From an optimization exercise on the open Yosys and OpenROAD flow, aimed at small area, a short achievable clock period and few clock cycles; shortcuts taken in it are not production practice.
Where RTL was checked, it was by simulation tests only, not by an equivalence proof against the original.

==> flow/design.v (excerpt) <==
module TriSolve4x4(
    input              clk,
    input              rst,
    input              start,
    input      [511:0] L_in,
    input      [511:0] U_in,
    input      [127:0] b_in,
    output reg         done,
    output     [127:0] x_out
);
  localparam W = 8;
  reg  [31:0] slot0, slot1, slot2, slot3;
  assign x_out = {slot3, slot2, slot1, slot0};
  reg  [3:0]  sg;        
  reg  [3:0]  ff;        
  reg  [3:0]  ydn;       
  reg  [3:0]  xdn;       
  reg         busy;
  reg         fix;       
  wire [31:0] mw0  = L_in[(4*1+0)*32 +: 32];
  wire [31:0] mw1  = L_in[(4*2+0)*32 +: 32];
  wire [31:0] mw2  = L_in[(4*3+0)*32 +: 32];
  wire [31:0] mw3  = L_in[(4*2+1)*32 +: 32];
  wire [31:0] mw4  = L_in[(4*3+1)*32 +: 32];
  wire [31:0] mw5  = L_in[(4*3+2)*32 +: 32];
  wire [31:0] mw6  = U_in[(4*2+3)*32 +: 32];
  wire [31:0] mw7  = U_in[(4*1+3)*32 +: 32];
  wire [31:0] mw8  = U_in[(4*1+2)*32 +: 32];
  wire [31:0] mw9  = U_in[(4*0+3)*32 +: 32];
  wire [31:0] mw10 = U_in[(4*0+2)*32 +: 32];
  wire [31:0] mw11 = U_in[(4*0+1)*32 +: 32];
  wire [31:0] dw0 = L_in[(4*0+0)*32 +: 32];
  wire [31:0] dw1 = L_in[(4*1+1)*32 +: 32];
  wire [31:0] dw2 = L_in[(4*2+2)*32 +: 32];
  wire [31:0] dw3 = L_in[(4*3+3)*32 +: 32];
  wire [31:0] dw4 = U_in[(4*3+3)*32 +: 32];
  wire [31:0] dw5 = U_in[(4*2+2)*32 +: 32];
  wire [31:0] dw6 = U_in[(4*1+1)*32 +: 32];
  wire [31:0] dw7 = U_in[(4*0+0)*32 +: 32];
  reg  [3:0]  mp;        
  reg  [3:0]  dp;        
  wire [3:0]  mpn = mp + 4'd1;
  wire [3:0]  dpn = dp + 4'd1;
  wire [11:0] mnx = 12'd1 << mpn;    
  wire [7:0]  dnx = 8'd1 << dpn[2:0];   
  wire [31:0] opbn = ({32{mnx[0]}} & mw0) | ({32{mnx[1]}} & mw1) | ({32{mnx[2]}} & mw2)
                   | ({32{mnx[3]}} & mw3) | ({32{mnx[4]}} & mw4) | ({32{mnx[5]}} & mw5)
                   | ({32{mnx[6]}} & mw6) | ({32{mnx[7]}} & mw7) | ({32{mnx[8]}} & mw8)
                   | ({32{mnx[9]}} & mw9) | ({32{mnx[10]}} & mw10) | ({32{mnx[11]}} & mw11);
  wire [31:0] drn  = ({32{dnx[0]}} & dw0) | ({32{dnx[1]}} & dw1) | ({32{dnx[2]}} & dw2)
                   | ({32{dnx[3]}} & dw3) | ({32{dnx[4]}} & dw4) | ({32{dnx[5]}} & dw5)
                   | ({32{dnx[6]}} & dw6) | ({32{dnx[7]}} & dw7);
  reg  [1:0]  ch;        
  reg  [31:0] opb;       
  ...
Size: roughly 6000 cells after synthesis, roughly 1300 I/O pins, ~42000 sq um of cells after synthesis.
clock: 150.0 ns
lec_check: 0
abc_area: 1
cap_margin: 20
core_area: 3 3 997 77
die_area: 0 0 1000 80
slew_margin: 20
standard.sh (not shown) runs the stock make flow with config.mk's settings and CLKGATE_MAP_FILE= SYNTH_SCRIPT=/design/flow/synth_recipe.tcl, a recipe that flattens the netlist after the stock synthesis.
==> flow/flow/run.sh <==
#!/bin/bash
# The standard layout (standard.sh: the standard flow's synthesis and ORFS flow), except
# that the port buffers are plain buf_1 cells instead of the default choice.
# Every input and output port still gets its own buffer.
set -euo pipefail
bash standard.sh "BUFFER_PORTS_ARGS=-buffer_cell sky130_fd_sc_hd__buf_1" finish > standard_flow.log 2>&1
The starting point ended with an error in global routing.
Testbench counts at the start, summed over its fixed seeds: cycles 5,520.
Next try:
Settings changed: CORE_AREA 3 3 997 77 to 3 3 447 447, DIE_AREA 0 0 1000 80 to 0 0 450 450.
What happened:
- Now the flow finished clean
- area after synthesis stays the same
- synthesized cell count does not change

run A:
TriSolve4x4, a different RTL version from the one above (not shown whole).
For scale: about 270 flip-flops, about 1300 I/O pins, ~43000 µm² of cells after synthesis.
export LEC_CHECK = 0
export ABC_AREA = 1
export CAP_MARGIN = 20
export CORE_AREA = 3 3 447 447
export DIE_AREA = 0 0 450 450
export GPL_TIMING_DRIVEN = 0
export SLEW_MARGIN = 20
create_clock -name core_clock -period 150.0 [get_ports {clk}]
Scripts as last shown in full above: flow/flow/run.sh
Run A has completed all stages; timing, DRC and antenna checks passed.
The inputs of run B differ from those of run A as listed below.
--- a/flow/config.mk
+++ b/flow/config.mk
@@ -9,5 +9,5 @@
 export CAP_MARGIN = 20
 export CORE_AREA = 3 3 447 447
+export CTS_BUF_LIST = sky130_fd_sc_hd__clkbuf_8 sky130_fd_sc_hd__clkbuf_4
 export DIE_AREA = 0 0 450 450
-export GPL_TIMING_DRIVEN = 0
 export SLEW_MARGIN = 20
Findings:
- Compared with run A, run B shows slack of the critical path lower by 76 ps.
- Run B vs run A, final hold slack went up by 86 ps.
- Compared with run A, run B shows non-clock buffer count lower by 17%.
- Run A has a higher global routing met2 resource utilization than run B.
- For run B, the slowest cell on the critical path was buf_1, unlike run A, where it was a2111oi_0.
- Measured against each other, run B and run A differ in core occupancy in the finished layout, the lower figure coming from run B.
- Diff run B..run A | number of standard cells after synthesis | unchanged
### run B -> run C
--- a/flow/config.mk
+++ b/flow/config.mk
@@ -9,5 +9,4 @@
 export CAP_MARGIN = 20
 export CORE_AREA = 3 3 447 447
-export CTS_BUF_LIST = sky130_fd_sc_hd__clkbuf_8 sky130_fd_sc_hd__clkbuf_4
 export DIE_AREA = 0 0 450 450
 export SLEW_MARGIN = 20
Findings:
- Run C vs. run B: number of fillers in the final layout stayed essentially flat; post-route worst setup slack fell by 160 ps.
- Summary — transition time of the tightest slew-check pin, run C relative to run B: higher, by 29 ps.
- Post-layout minimum cycle time delta (run C − run B): unfavourable
- On wire length per cell after detailed routing, run B tracks run C almost exactly.
- The summed instance area of the synthesized netlist on run C is in line with that on run B.
- Between run B and run C, the wire length does not differ in any meaningful way.
- In terms of final cell count, run C and run B differ only marginally.
Function was not checked in any run of this note: the RTL went through the layout flow alone.

## run 1
Another version of the RTL of TriSolve4x4 (not shown whole).
For scale: roughly 280 flip-flops, ~42,000 sq um of cells after synthesis.
clock: 150.0 ns
lec_check: 0
abc_area: 1
cap_margin: 20
core_area: 3 3 447 447
cts_buf_list: sky130_fd_sc_hd__clkbuf_8 sky130_fd_sc_hd__clkbuf_4
die_area: 0 0 450 450
place_density: 0.85
slew_margin: 20
Scripts as last shown in full above: flow/flow/run.sh
Testbench counts of run 1, summed over its fixed seeds: cycles 5,520.
[inputs] run 2 vs run 1
diff --git a/flow/config.mk b/flow/config.mk
--- a/flow/config.mk
+++ b/flow/config.mk
@@ -11,4 +11,4 @@
 export CTS_BUF_LIST = sky130_fd_sc_hd__clkbuf_8 sky130_fd_sc_hd__clkbuf_4
 export DIE_AREA = 0 0 450 450
-export PLACE_DENSITY = 0.85
+export PLACE_DENSITY = 0.95
 export SLEW_MARGIN = 20
==> run summary <==
Of the two values seen for cell with the biggest individual delay on the critical path, sky130_fd_sc_hd__nand4_1 was produced by run 2 and sky130_fd_sc_hd__a221oi_1 by run 1. Number of nets in the layout: run 1 vs run 2, no meaningful difference. Any difference in area occupied by registers between run 1 and run 2 is small enough to ignore. Looking at ratio of final minimum period to clock period, run 2 sits 0.29 points above run 1. Maximum buffer depth of the clock tree came out exactly the same in run 1 and run 2. Any difference in met2 track utilization from global routing between run 2 and run 1 is small enough to ignore. Run 1 → run 2: worst path setup slack after routing lower, sequential share of layout area roughly the same.
Modified inputs, run 3 compared to run 2
diff --git a/flow/config.mk b/flow/config.mk
--- a/flow/config.mk
+++ b/flow/config.mk
@@ -11,4 +11,5 @@
 export CTS_BUF_LIST = sky130_fd_sc_hd__clkbuf_8 sky130_fd_sc_hd__clkbuf_4
 export DIE_AREA = 0 0 450 450
-export PLACE_DENSITY = 0.95
+export GPL_TIMING_DRIVEN = 0
+export PLACE_DENSITY = 0.85
 export SLEW_MARGIN = 20
### Flow results
Per the comparison of run 3 with run 2, non-clock buffer count in the final layout moved up; sequential share of layout area moved down; smallest hold slack moved down. Against run 2 as the reference, run 3 delivers a higher total routed wirelength.
### run 3 -> run 4
==> flow/flow/run.sh <==
#!/bin/bash
# The standard layout (standard.sh: the standard flow's synthesis and ORFS flow) with two
# changes to how it is made:
#  - the port buffers are plain buf_1 cells instead of the default choice
#    (every input and output port still gets its own buffer);
#  - before pin placement, flow/pins.tcl groups the input pins that feed the
#    same register bit, so that each bit's input multiplexer stays local.
set -euo pipefail
bash standard.sh "BUFFER_PORTS_ARGS=-buffer_cell sky130_fd_sc_hd__buf_1" \
  "PRE_IO_PLACEMENT_TCL=$PWD/flow/pins.tcl" finish > standard_flow.log 2>&1
==> flow/flow/pins.tcl (new file) <==
for {set b 0} {$b < 32} {incr b} {
  set pins {}
  foreach w {4 8 12 9 13 14 0 5 10 15} { lappend pins "L_in\[[expr {$w*32+$b}]\]" }
  foreach w {11 7 6 3 2 1} { lappend pins "U_in\[[expr {$w*32+$b}]\]" }
  foreach w {15 10 5 0} { lappend pins "U_in\[[expr {$w*32+$b}]\]" }
  foreach k {0 1 2 3} { lappend pins "b_in\[[expr {$k*32+$b}]\]" }
  set_io_pin_constraint -group -order -pin_names $pins
}
diff --git a/flow/config.mk b/flow/config.mk
--- a/flow/config.mk
+++ b/flow/config.mk
@@ -11,5 +11,4 @@
 export CTS_BUF_LIST = sky130_fd_sc_hd__clkbuf_8 sky130_fd_sc_hd__clkbuf_4
 export DIE_AREA = 0 0 450 450
-export GPL_TIMING_DRIVEN = 0
 export PLACE_DENSITY = 0.85
 export SLEW_MARGIN = 20
### Flow results
- Launch point of the critical path = L_in[151]: run 3; launch point of the critical path = slot3[3]: run 4
- The worst setup margin number comes out lower for run 3 vs run 4.
- Run 4 reached the end of the flow, and the finished layout is clean on the timing, DRC and antenna checks.
- Compared to run 3, run 4 has final worst-path cycle share 0.16 points lower.
- Run 4 vs. run 3: clock buffer count in the final layout saw an increase, global-route usage over all layers saw a decrease.
#### Input delta (run 5 over run 4)
==> flow/flow/run.sh <==
#!/bin/bash
# The standard layout (standard.sh: the standard flow's synthesis and ORFS flow), except
# that the port buffers are plain buf_1 cells instead of the default choice.
# Every input and output port still gets its own buffer.
set -euo pipefail
bash standard.sh "BUFFER_PORTS_ARGS=-buffer_cell sky130_fd_sc_hd__buf_1" finish > standard_flow.log 2>&1
diff --git a/flow/config.mk b/flow/config.mk
--- a/flow/config.mk
+++ b/flow/config.mk
@@ -11,4 +11,3 @@
 export CTS_BUF_LIST = sky130_fd_sc_hd__clkbuf_8 sky130_fd_sc_hd__clkbuf_4
 export DIE_AREA = 0 0 450 450
-export PLACE_DENSITY = 0.85
 export SLEW_MARGIN = 20
removed: flow/flow/pins.tcl
--- outcome ---
Summary of run 5 over run 4: fraction of registers with async set or reset after synthesis neither gained nor lost much; remaining global-route overflow neither gained nor lost much.
[compare] base=run 4 new=run 5: minimum period implied by the final worst setup slack picked up an extra 360 ps, growth of design area from synthesis to finish +0.28 points.

## job 101
Another version of the RTL of TriSolve4x4 (not shown whole).
Size in the first run: about 6000 cells after synthesis, ~280 flip-flops.
## TriSolve4x4
module TriSolve4x4(
    input              clk,
    input              rst,
    input              start,
    input      [511:0] L_in,
    input      [511:0] U_in,
    input      [127:0] b_in,
    output reg         done,
    output     [127:0] x_out
);
clock: 150.0 ns
lec_check: 0
abc_area: 1
cap_margin: 20
core_area: 3 3 447 447
cts_buf_list: sky130_fd_sc_hd__clkbuf_8 sky130_fd_sc_hd__clkbuf_4
die_area: 0 0 450 450
place_density: 0.85
slew_margin: 20
==> flow/flow/run.sh <==
#!/bin/bash
# The standard layout (standard.sh: the standard flow's synthesis and ORFS flow) with two
# changes to how it is made:
#  - the port buffers are plain buf_1 cells instead of the default choice
#    (every input and output port still gets its own buffer);
#  - before pin placement, flow/pins.tcl groups, bit by bit, the input pins
#    that feed the same register bit and the output pins of that bit, so that
#    each bit's input multiplexer and output wires stay local.
set -euo pipefail
bash standard.sh "BUFFER_PORTS_ARGS=-buffer_cell sky130_fd_sc_hd__buf_1" \
  "PRE_IO_PLACEMENT_TCL=$PWD/flow/pins.tcl" finish > standard_flow.log 2>&1
==> flow/flow/pins.tcl <==
for {set b 0} {$b < 32} {incr b} {
  set pins {}
  foreach w {4 8 12 9 13 14 0 5 10 15} { lappend pins "L_in\[[expr {$w*32+$b}]\]" }
  foreach w {11 7 6 3 2 1} { lappend pins "U_in\[[expr {$w*32+$b}]\]" }
  foreach w {15 10 5 0} { lappend pins "U_in\[[expr {$w*32+$b}]\]" }
  foreach k {0 1 2 3} { lappend pins "b_in\[[expr {$k*32+$b}]\]" }
  foreach k {0 1 2 3} { lappend pins "x_out\[[expr {$k*32+$b}]\]" }
  set_io_pin_constraint -group -order -pin_names $pins
}
Job 101: flow completed, timing, DRC and antenna clean
Testbench counts of job 101, summed over its fixed seeds: cycles 5,520.
Input-level comparison between job 102 and job 101:
- PLACE_DENSITY changed from 0.85 to 0.7
### Flow results
Status: final design area excluding fillers parity (job 101, job 102). ~same fmax in job 101 and job 102. Looking at first-iteration DRC count, job 102 sits 14% lower than job 101 does. Against job 101, job 102 comes in 3.5% higher on cell count of the worst reg-to-reg path. Changes observed in job 102 relative to job 101: global-route wire length before repair increased by about 0.8% relative to the old numbers; first-pass iteration count of the detailed router decreased by 1 relative to the old numbers.

==> what the ideal ports hide <==
The results above use ideal ports. As a check the final layouts listed here were re-extracted and re-timed, cells and wires unchanged. Step 1 sets driving cells, clkbuf_16 on the clock port and buf_2 on the other inputs (assumed; they add their load-dependent delay and slew). Step 2, shift: input delay + t, output delay - t, t = (earliest + latest rising clock arrival at the registers) / 2. This alone moves slack from input paths to output paths. Slacks: no drivers / after step 1 / after step 2; pairs: no drivers / after step 1.
run | t (ns) | slack for setup (ns) | worst hold slack (ns) | worst setup path at the end | pins driven straight from the clock port
the second run of note 1 | 0.712 | 118.005 / 118.068 / 117.356 | 0.496 / 0.496 / 0.496 | input to register | 1
run A | 0.665 | 118.442 / 118.471 / 117.823 | 0.453 / 0.453 / 0.453 | input to register | 1
run B | 0.776 | 118.366 / 118.294 / 117.667 | 0.539 / 0.539 / 0.539 | input to register | 1
run C | 0.663 | 118.211 / 118.256 / 117.593 | 0.540 / 0.540 / 0.540 | input to register | 1
run 1 | 0.786 | 117.915 / 117.977 / 117.190 | 0.474 / 0.474 / 0.474 | input to register | 1
run 2 | 0.829 | 117.476 / 117.547 / 116.718 | 0.488 / 0.488 / 0.488 | input to register | 1
run 3 | 0.830 | 117.543 / 117.556 / 116.726 | 0.434 / 0.434 / 0.434 | input to register | 1
run 4 | 0.732 | 117.790 / 117.736 / 117.749 | 0.467 / 0.467 / 0.467 | input to register | 1
run 5 | 0.766 | 117.435 / 117.474 / 116.708 | 0.490 / 0.490 / 0.490 | input to register | 1
job 101 | 0.761 | 118.575 / 118.520 / 117.868 | 0.472 / 0.472 / 0.472 | input to register | 1
job 102 | 0.750 | 118.557 / 118.505 / 117.851 | 0.470 / 0.470 / 0.470 | input to register | 1
After both steps setup and hold are still met in every run listed. The setup slack of run 3, which loses most, moves by +0.013 ns with the drivers and by -0.817 ns with both steps.
